Background: an optimization exercise with open tools, aiming at a short achievable clock period and few clock cycles per item. Do not read the settings as production practice.

==> inputs of run a <==
## cpu_datapath
module cpu_datapath(
    input clk,
    input rst,
    input [31:0] instruction,
    input i_mem_resp,
    input d_mem_resp,
    input [31:0] d_rdata,
    output logic [31:0] pc,
    output logic i_read,
    output logic d_mem_read,
    output logic d_mem_write,
    output logic [31:0] d_mem_address,
    output logic [31:0] d_wdata,
    output logic [3:0] d_wmask
);
export LEC_CHECK = 0
export CAP_MARGIN = 20
export CORE_MARGIN = 2
export CORE_UTILIZATION = 70
export PLACE_DENSITY = 0.75
export SLEW_MARGIN = 20
export TNS_END_PERCENT = 20
create_clock -name core_clock -period 10.0 [get_ports {clk}]
standard.sh (not shown) runs the stock make flow with config.mk's settings and CLKGATE_MAP_FILE= SYNTH_SCRIPT=/design/flow/synth_recipe.tcl, a recipe that flattens the netlist after the stock synthesis.
==> flow/flow/run.sh <==
#!/bin/bash
# Standard layout with two changes to how it is made: repair_timing aims well
# past the clock period (setup margin 7 ns), and Yosys maps adders to plain
# gates instead of the library's full-adder cells. The clock, constraints and
# register set are unchanged.
set -euo pipefail
bash standard.sh ADDER_MAP_FILE= SETUP_SLACK_MARGIN=7 finish > standard_flow.log 2>&1
==> run b (differences from run a) <==
--- a/flow/design.v
+++ b/flow/design.v
@@ -45,41 +45,34 @@
 logic        e_sh, e_sra, e_sl;
 logic        e_br, e_pred, e_jalr, e_load, e_store, e_wen;
 logic        e_isbr, e_isjal;
 logic        e_c_eq, e_c_lts, e_c_ltu, e_c_inv;
 logic [2:0]  e_bp;
 logic [2:0]  e_f3;
 logic [4:0]  e_rd;
-logic        m_load, m_wen, m_sh, m_sra, m_sl;
-logic [31:0] m_res, m_sa;
-logic        q_read, q_write;
-logic [31:2] q_addr;
-logic [31:0] q_wdata;
-logic [3:0]  q_wmask;
+logic        m_read, m_write, m_wen, m_sh, m_sra, m_sl;
+logic [31:0] m_res, m_wdata, m_sa;
 logic [4:0]  m_samt;
+logic [3:0]  m_wmask;
 logic [2:0]  m_f3;
 logic [4:0]  m_rd;
-logic        m_br, m_isjal, m_jalr;
-logic        m_ceq, m_clts, m_cltu, m_inv, m_pred, m_eq, m_lts, m_ltu;
-logic [2:0]  m_bp;
-logic [31:0] m_pc, m_btgt;
 logic        x_redir;             
 logic [31:0] x_tgt;
 logic        w_wen;
 logic [4:0]  w_rd;
 logic [31:0] w_res;
 logic [31:0] rf [1:31];
 assign pc = f_pc;
-assign d_mem_read = q_read;
-assign d_mem_write = q_write;
-assign d_mem_address = {q_addr, 2'b00};
-assign d_wdata = q_wdata;
-assign d_wmask = q_wmask;
+assign d_mem_read = m_read;
+assign d_mem_write = m_write;
+assign d_mem_address = {m_res[31:2], 2'b00};
+assign d_wdata = m_wdata;
+assign d_wmask = m_wmask;
 logic freeze;
-assign freeze = (q_read | q_write) & ~d_mem_resp & (q_read | e_load | e_store);
+assign freeze = (m_read | m_write) & ~d_mem_resp;
 logic [6:0] d_op;
 logic [2:0] d_f3;
 logic [4:0] d_rs1, d_rs2, d_rd;
 logic d_lui, d_auipc, d_jal, d_jalr, d_brn, d_load, d_store, d_opimm, d_opreg, d_alu;
 logic d_use1, d_use2, d_wen, d_shift, d_sub;
 logic [31:0] i_imm, u_imm, d_imm, d_target, d_pc4, d_jtgt;
 logic d_fpt, d_bad, d_pred, d_jfast, d_redirect, stall_d;
@@ -101,29 +94,27 @@
 assign u_imm = {d_instr[31:12], 12'b0};
 assign d_imm  = d_aimm;
 assign d_target = d_pc + d_timm;
 assign d_pc4 = d_pc + 32'd4;
 assign d_jfast = d_jalr & e_op_pre & e_wen & (e_rd == d_rs1);
 assign d_jtgt = e_pre + i_imm;
 assign d_fpt = d_bp[2] & d_bp[1];            
-assign d_pred = d_jal | (d_brn & (d_bp[2] ? d_bp[1] : (d_instr[31] | d_f3 == 3'b001)));
+assign d_pred = d_jal | (d_brn & (d_bp[2] ? d_bp[1] : d_instr[31]));
 assign d_bad = d_fpt & ~(d_jal | d_brn);
 assign d_redirect = d_valid & ((d_pred & ~d_fpt) | d_bad | d_jfast);
 assign d_rtarget = d_bad ? d_pc4 : d_jfast ? {d_jtgt[31:1], 1'b0} : d_target;
 logic [31:0] w_next;
 assign rf1 = (d_rs1 == 5'd0) ? 32'd0 : rf[d_rs1];
 assign rf2 = (d_rs2 == 5'd0) ? 32'd0 : rf[d_rs2];
 assign d_rs1v = (m_wen && m_rd == d_rs1) ? w_next : (w_wen && w_rd == d_rs1) ? w_res : rf1;
 assign d_rs2v = (m_wen && m_rd == d_rs2) ? w_next : (w_wen && w_rd == d_rs2) ? w_res : rf2;
-assign stall_d = d_valid & (((e_load | e_sh) & e_wen &
-                             ((d_use1 & (e_rd == d_rs1)) | (d_use2 & (e_rd == d_rs2)))) |
-                            (m_sh & m_wen &
-                             ((d_use1 & (m_rd == d_rs1)) | (d_use2 & (m_rd == d_rs2)))));
+assign stall_d = d_valid & (e_load | e_sh) & e_wen &
+                 ((d_use1 & (e_rd == d_rs1)) | (d_use2 & (e_rd == d_rs2)));
 logic [31:0] fa, bx, sd, sum, res;
-logic eq, ltu, lts, cout;
+logic eq, ltu, lts, cout, taken, e_mis;
 assign fa = e_fa_m ? m_res : e_rs1v;
 assign bx = e_fb_m ? (m_res ^ {32{e_sub}}) : e_rs2x;
 assign sd = e_sd_m ? m_res : e_sd;
 logic [5:0][31:0] kg, kp;
 always_comb begin
     kp[0] = fa ^ bx;
     kg[0] = fa & bx;
@@ -148,17 +139,16 @@
 assign res = ({32{e_op_add}} & sum)
            | ({32{e_op_slt}} & {31'd0, lts})
            | ({32{e_op_sltu}} & {31'd0, ltu})
            | ({32{e_op_xor}} & (fa ^ bx))
            | ({32{e_op_or}} & (fa | bx))
            | ({32{e_op_and}} & (fa & bx))
            | ({32{e_op_pre}} & e_pre);
-logic m_taken;
-assign m_taken = ((m_ceq & m_eq) | (m_clts & m_lts) | (m_cltu & m_ltu)) ^ m_inv;
-assign x_redir = (m_br & (m_taken ^ m_pred)) | m_jalr;
+assign taken = ((e_c_eq & eq) | (e_c_lts & lts) | (e_c_ltu & ltu)) ^ e_c_inv;
+assign e_mis = ((e_br & (taken ^ e_pred)) | e_jalr) & ~x_redir;
 logic [31:0] st_data;
 logic [3:0] st_mask;
 always_comb begin
     case (e_f3[1:0])
         2'b00: begin
             st_data = {4{sd[7:0]}};
             st_mask = 4'b0001 << sum[1:0];
@@ -188,15 +178,15 @@
         3'b000: ld_v = {{24{ld_b[7]}}, ld_b};
         3'b001: ld_v = {{16{ld_h[15]}}, ld_h};
         3'b100: ld_v = {24'd0, ld_b};
         3'b101: ld_v = {16'd0, ld_h};
         default: ld_v = d_rdata;
     endcase
 end
-assign w_next = m_load ? ld_v : m_res;
+assign w_next = m_read ? ld_v : m_sh ? sh_v : m_res;
 assign sh_v = m_sl ? (m_sa << m_samt) : 32'($signed({m_sra & m_sa[31], m_sa}) >>> m_samt);
 logic [NB-1:0] btb_v;
 logic [29-BB:0] btb_tag [NB];
 logic [29:0] btb_tgt [NB];
 logic [1:0] btb_ctr [NB];
 logic [BB-1:0] f_idx;
 logic f_hit, f_bpt;
@@ -212,24 +202,24 @@
 logic [29-BB:0] u_tag;
 logic [29:0] u_tgt;
 logic [1:0] u_ctr;
 always_ff @(posedge clk) begin
     if (rst)
         u_we <= 1'b0;
     else
-        u_we <= ~freeze & (m_isjal | (m_br & (m_taken | m_bp[2])));
-    u_idx <= m_pc[BB+1:2];
-    u_tag <= m_pc[31:BB+2];
-    u_tgt <= m_btgt[31:2];
-    if (!m_bp[2])
+        u_we <= ~freeze & ~x_redir & (e_isjal | (e_isbr & (taken | e_bp[2])));
+    u_idx <= e_pc[BB+1:2];
+    u_tag <= e_pc[31:BB+2];
+    u_tgt <= e_btgt[31:2];
+    if (!e_bp[2])
         u_ctr <= 2'b10;
-    else if (m_isjal | m_taken)
-        u_ctr <= (m_bp[1:0] == 2'b11) ? 2'b11 : m_bp[1:0] + 2'd1;
+    else if (e_isjal | taken)
+        u_ctr <= (e_bp[1:0] == 2'b11) ? 2'b11 : e_bp[1:0] + 2'd1;
     else
-        u_ctr <= (m_bp[1:0] == 2'b00) ? 2'b00 : m_bp[1:0] - 2'd1;
+        u_ctr <= (e_bp[1:0] == 2'b00) ? 2'b00 : e_bp[1:0] - 2'd1;
 end
 always_ff @(posedge clk) begin
     if (rst)
         btb_v <= '0;
     else if (u_we)
         btb_v[u_idx] <= 1'b1;
 end
@@ -369,85 +359,56 @@
         e_c_lts <= d_f3[2:1] == 2'b10;
         e_c_ltu <= d_f3[2:1] == 2'b11;
         e_c_inv <= d_f3[0];
     end
 end
 always_ff @(posedge clk) begin
     if (rst) begin
-        m_br <= 1'b0;
-        m_isjal <= 1'b0;
-        m_jalr <= 1'b0;
-    end else if (!freeze) begin
-        m_br <= e_br & ~x_redir;
-        m_isjal <= e_isjal & ~x_redir;
-        m_jalr <= e_jalr & ~x_redir;
-    end
-    if (!freeze) begin
-        x_tgt <= e_jalr ? {sum[31:1], 1'b0} : e_fix;
-        m_ceq <= e_c_eq;
-        m_clts <= e_c_lts;
-        m_cltu <= e_c_ltu;
-        m_inv <= e_c_inv;
-        m_pred <= e_pred;
-        m_eq <= eq;
-        m_lts <= lts;
-        m_ltu <= ltu;
-        m_bp <= e_bp;
-        m_pc <= e_pc;
-        m_btgt <= e_btgt;
+        x_redir <= 1'b0;
+    end else begin
+        x_redir <= e_mis & ~freeze;
     end
+    x_tgt <= e_jalr ? {sum[31:1], 1'b0} : e_fix;
 end
 always_ff @(posedge clk) begin
     if (rst) begin
-        m_load <= 1'b0;
+        m_read <= 1'b0;
+        m_write <= 1'b0;
         m_wen <= 1'b0;
         m_sh <= 1'b0;
     end else if (!freeze) begin
-        m_load <= e_load & ~x_redir;
+        m_read <= e_load & ~x_redir;
+        m_write <= e_store & ~x_redir;
         m_wen <= e_wen & ~x_redir;
         m_sh <= e_sh;
     end
 end
 always_ff @(posedge clk) begin
     if (!freeze) begin
         m_res <= res;
+        m_wdata <= st_data;
+        m_wmask <= st_mask;
         m_f3 <= e_f3;
         m_rd <= e_rd;
         m_sa <= fa;
         m_samt <= bx[4:0];
         m_sra <= e_sra;
         m_sl <= e_sl;
     end
 end
 always_ff @(posedge clk) begin
-    if (rst) begin
-        q_read <= 1'b0;
-        q_write <= 1'b0;
-    end else if (!(q_read | q_write) || d_mem_resp) begin
-        q_read <= e_load & ~x_redir;
-        q_write <= e_store & ~x_redir;
-    end
-end
-always_ff @(posedge clk) begin
-    if (!(q_read | q_write) || d_mem_resp) begin
-        q_addr <= sum[31:2];
-        q_wdata <= st_data;
-        q_wmask <= st_mask;
-    end
-end
-always_ff @(posedge clk) begin
     if (rst)
         w_wen <= 1'b0;
     else if (!freeze)
         w_wen <= m_wen;
 end
 always_ff @(posedge clk) begin
     if (!freeze) begin
         w_rd <= m_rd;
-        w_res <= m_sh ? sh_v : w_next;
+        w_res <= w_next;
     end
 end
 always_ff @(posedge clk) begin
     if (w_wen)
         rf[w_rd] <= w_res;
 end
 endmodule
- CORE_UTILIZATION: 70 -> 55
- PLACE_DENSITY: 0.75 -> 0.65
==> run c (differences from run a) <==
--- a/flow/design.v
+++ b/flow/design.v
@@ -71,15 +71,15 @@
 assign pc = f_pc;
 assign d_mem_read = q_read;
 assign d_mem_write = q_write;
 assign d_mem_address = {q_addr, 2'b00};
 assign d_wdata = q_wdata;
 assign d_wmask = q_wmask;
 logic freeze;
-assign freeze = (q_read | q_write) & ~d_mem_resp & (q_read | e_load | e_store);
+assign freeze = (q_read | q_write) & ~d_mem_resp & (q_read | ((e_load | e_store) & ~x_redir));
 logic [6:0] d_op;
 logic [2:0] d_f3;
 logic [4:0] d_rs1, d_rs2, d_rd;
 logic d_lui, d_auipc, d_jal, d_jalr, d_brn, d_load, d_store, d_opimm, d_opreg, d_alu;
 logic d_use1, d_use2, d_wen, d_shift, d_sub;
 logic [31:0] i_imm, u_imm, d_imm, d_target, d_pc4, d_jtgt;
 logic d_fpt, d_bad, d_pred, d_jfast, d_redirect, stall_d;
@@ -101,27 +101,25 @@
 assign u_imm = {d_instr[31:12], 12'b0};
 assign d_imm  = d_aimm;
 assign d_target = d_pc + d_timm;
 assign d_pc4 = d_pc + 32'd4;
 assign d_jfast = d_jalr & e_op_pre & e_wen & (e_rd == d_rs1);
 assign d_jtgt = e_pre + i_imm;
 assign d_fpt = d_bp[2] & d_bp[1];            
-assign d_pred = d_jal | (d_brn & (d_bp[2] ? d_bp[1] : (d_instr[31] | d_f3 == 3'b001)));
+assign d_pred = d_jal | (d_brn & (d_bp[2] ? d_bp[1] : d_instr[31]));
 assign d_bad = d_fpt & ~(d_jal | d_brn);
 assign d_redirect = d_valid & ((d_pred & ~d_fpt) | d_bad | d_jfast);
 assign d_rtarget = d_bad ? d_pc4 : d_jfast ? {d_jtgt[31:1], 1'b0} : d_target;
 logic [31:0] w_next;
 assign rf1 = (d_rs1 == 5'd0) ? 32'd0 : rf[d_rs1];
 assign rf2 = (d_rs2 == 5'd0) ? 32'd0 : rf[d_rs2];
 assign d_rs1v = (m_wen && m_rd == d_rs1) ? w_next : (w_wen && w_rd == d_rs1) ? w_res : rf1;
 assign d_rs2v = (m_wen && m_rd == d_rs2) ? w_next : (w_wen && w_rd == d_rs2) ? w_res : rf2;
-assign stall_d = d_valid & (((e_load | e_sh) & e_wen &
-                             ((d_use1 & (e_rd == d_rs1)) | (d_use2 & (e_rd == d_rs2)))) |
-                            (m_sh & m_wen &
-                             ((d_use1 & (m_rd == d_rs1)) | (d_use2 & (m_rd == d_rs2)))));
+assign stall_d = d_valid & (e_load | e_sh) & e_wen &
+                 ((d_use1 & (e_rd == d_rs1)) | (d_use2 & (e_rd == d_rs2)));
 logic [31:0] fa, bx, sd, sum, res;
 logic eq, ltu, lts, cout;
 assign fa = e_fa_m ? m_res : e_rs1v;
 assign bx = e_fb_m ? (m_res ^ {32{e_sub}}) : e_rs2x;
 assign sd = e_sd_m ? m_res : e_sd;
 logic [5:0][31:0] kg, kp;
 always_comb begin
@@ -188,15 +186,15 @@
         3'b000: ld_v = {{24{ld_b[7]}}, ld_b};
         3'b001: ld_v = {{16{ld_h[15]}}, ld_h};
         3'b100: ld_v = {24'd0, ld_b};
         3'b101: ld_v = {16'd0, ld_h};
         default: ld_v = d_rdata;
     endcase
 end
-assign w_next = m_load ? ld_v : m_res;
+assign w_next = m_load ? ld_v : m_sh ? sh_v : m_res;
 assign sh_v = m_sl ? (m_sa << m_samt) : 32'($signed({m_sra & m_sa[31], m_sa}) >>> m_samt);
 logic [NB-1:0] btb_v;
 logic [29-BB:0] btb_tag [NB];
 logic [29:0] btb_tgt [NB];
 logic [1:0] btb_ctr [NB];
 logic [BB-1:0] f_idx;
 logic f_hit, f_bpt;
@@ -439,15 +437,15 @@
         w_wen <= 1'b0;
     else if (!freeze)
         w_wen <= m_wen;
 end
 always_ff @(posedge clk) begin
     if (!freeze) begin
         w_rd <= m_rd;
-        w_res <= m_sh ? sh_v : w_next;
+        w_res <= w_next;
     end
 end
 always_ff @(posedge clk) begin
     if (w_wen)
         rf[w_rd] <= w_res;
 end
 endmodule
- CORE_UTILIZATION: 70 -> 55
- PLACE_DENSITY: 0.75 -> 0.65
==> out/results.tsv <==
metric	value	unit
Adder-Cell Fraction of Synth Area	0.00327	
post-synthesis cell type count	102	
dpl cell area	119000	sq um
Bufs on Longest Clock Path	3	
post-synthesis compound-gate area fraction	0.0789	
Synth Area in XOR/XNOR	0.0285	
sequential share of the synthesized area	0.617	
# Post-CTS Setup Buffers	328	
Synth area leaders	edfxtp_1 59%, mux4_2 14%, dfxtp_1 2.9%, mux2i_1 2.6%, nand2_1 2.5%	
HPWL Detailed	234000	microns
clk sink count	2420	
status	complete, no violations	
commonest cells in the netlist	2254 x edfxtp_1, 771 x nand2_1, 724 x mux4_2	
top cell type's share of synthesized area	0.588	
die height	462	microns
CTS Buf Count	240	
Avg Inst Size Synth	14.5	sq um
mux contribution to synthesized area	0.179	
[end of results for run b]
==> out/results.tsv <==
metric	value	unit
# Post-CTS Setup Buffers	180	
Avg Inst Size Synth	14.5	sq um
failing step	global routing	
CTS Buf Count	237	
Run Error	[ERROR DPL-0033] detailed placement checks failed during check placement.	
post-synthesis compound-gate area fraction	0.0742	
Bufs on Longest Clock Path	3	
post-synthesis cell type count	99	
status	did not finish	
Adder-Cell Fraction of Synth Area	0.00379	
[end of results for run a]
==> out/results.tsv <==
metric	value	unit
Adder-Cell Fraction of Synth Area	0.00448	
# Post-CTS Setup Buffers	295	
HPWL Detailed	245000	microns
mux contribution to synthesized area	0.170	
commonest cells in the netlist	2386 x edfxtp_1, 717 x nand2_1, 677 x mux4_2	
Synth area leaders	edfxtp_1 61%, mux4_2 13%, mux2i_1 2.6%, dfxtp_1 2.3%, nand2_1 2.3%	
Bufs on Longest Clock Path	4	
Avg Inst Size Synth	14.6	sq um
CTS Buf Count	282	
top cell type's share of synthesized area	0.607	
status	complete, no violations	
[end of results for run c]
No run of this note included a check of the RTL's function; only the layout flow was run.

==> port drivers added, routing unchanged <==
The results above use ideal ports. As a check the final layouts listed here were re-extracted and re-timed, cells and wires unchanged. Step 1 (the two cells are an assumption about what drives the block):
set clk [get_ports {clk}]
set_driving_cell -lib_cell sky130_fd_sc_hd__clkbuf_16 $clk
set_driving_cell -lib_cell sky130_fd_sc_hd__buf_2 [delete_from_list [all_inputs] $clk]
Step 2, shift: input delay + t, output delay - t, t = (earliest + latest rising clock arrival at the registers) / 2. This alone moves slack from input paths to output paths. a / b / c = no drivers / after step 1 / after step 2; a / b = the first two.
run | t (ns) | setup WS [ns] | clock arrival spread, ns
run b | 0.970 | 6.227 / 6.227 / 5.460 | 0.050 / 0.051
run c | 1.024 | 5.880 / 5.880 / 5.376 | 0.091 / 0.091
After both steps setup and hold are still met in every run listed. For run b, which loses most, drivers alone change the setup slack by 0.000 ns; drivers and shift together by -0.767 ns.
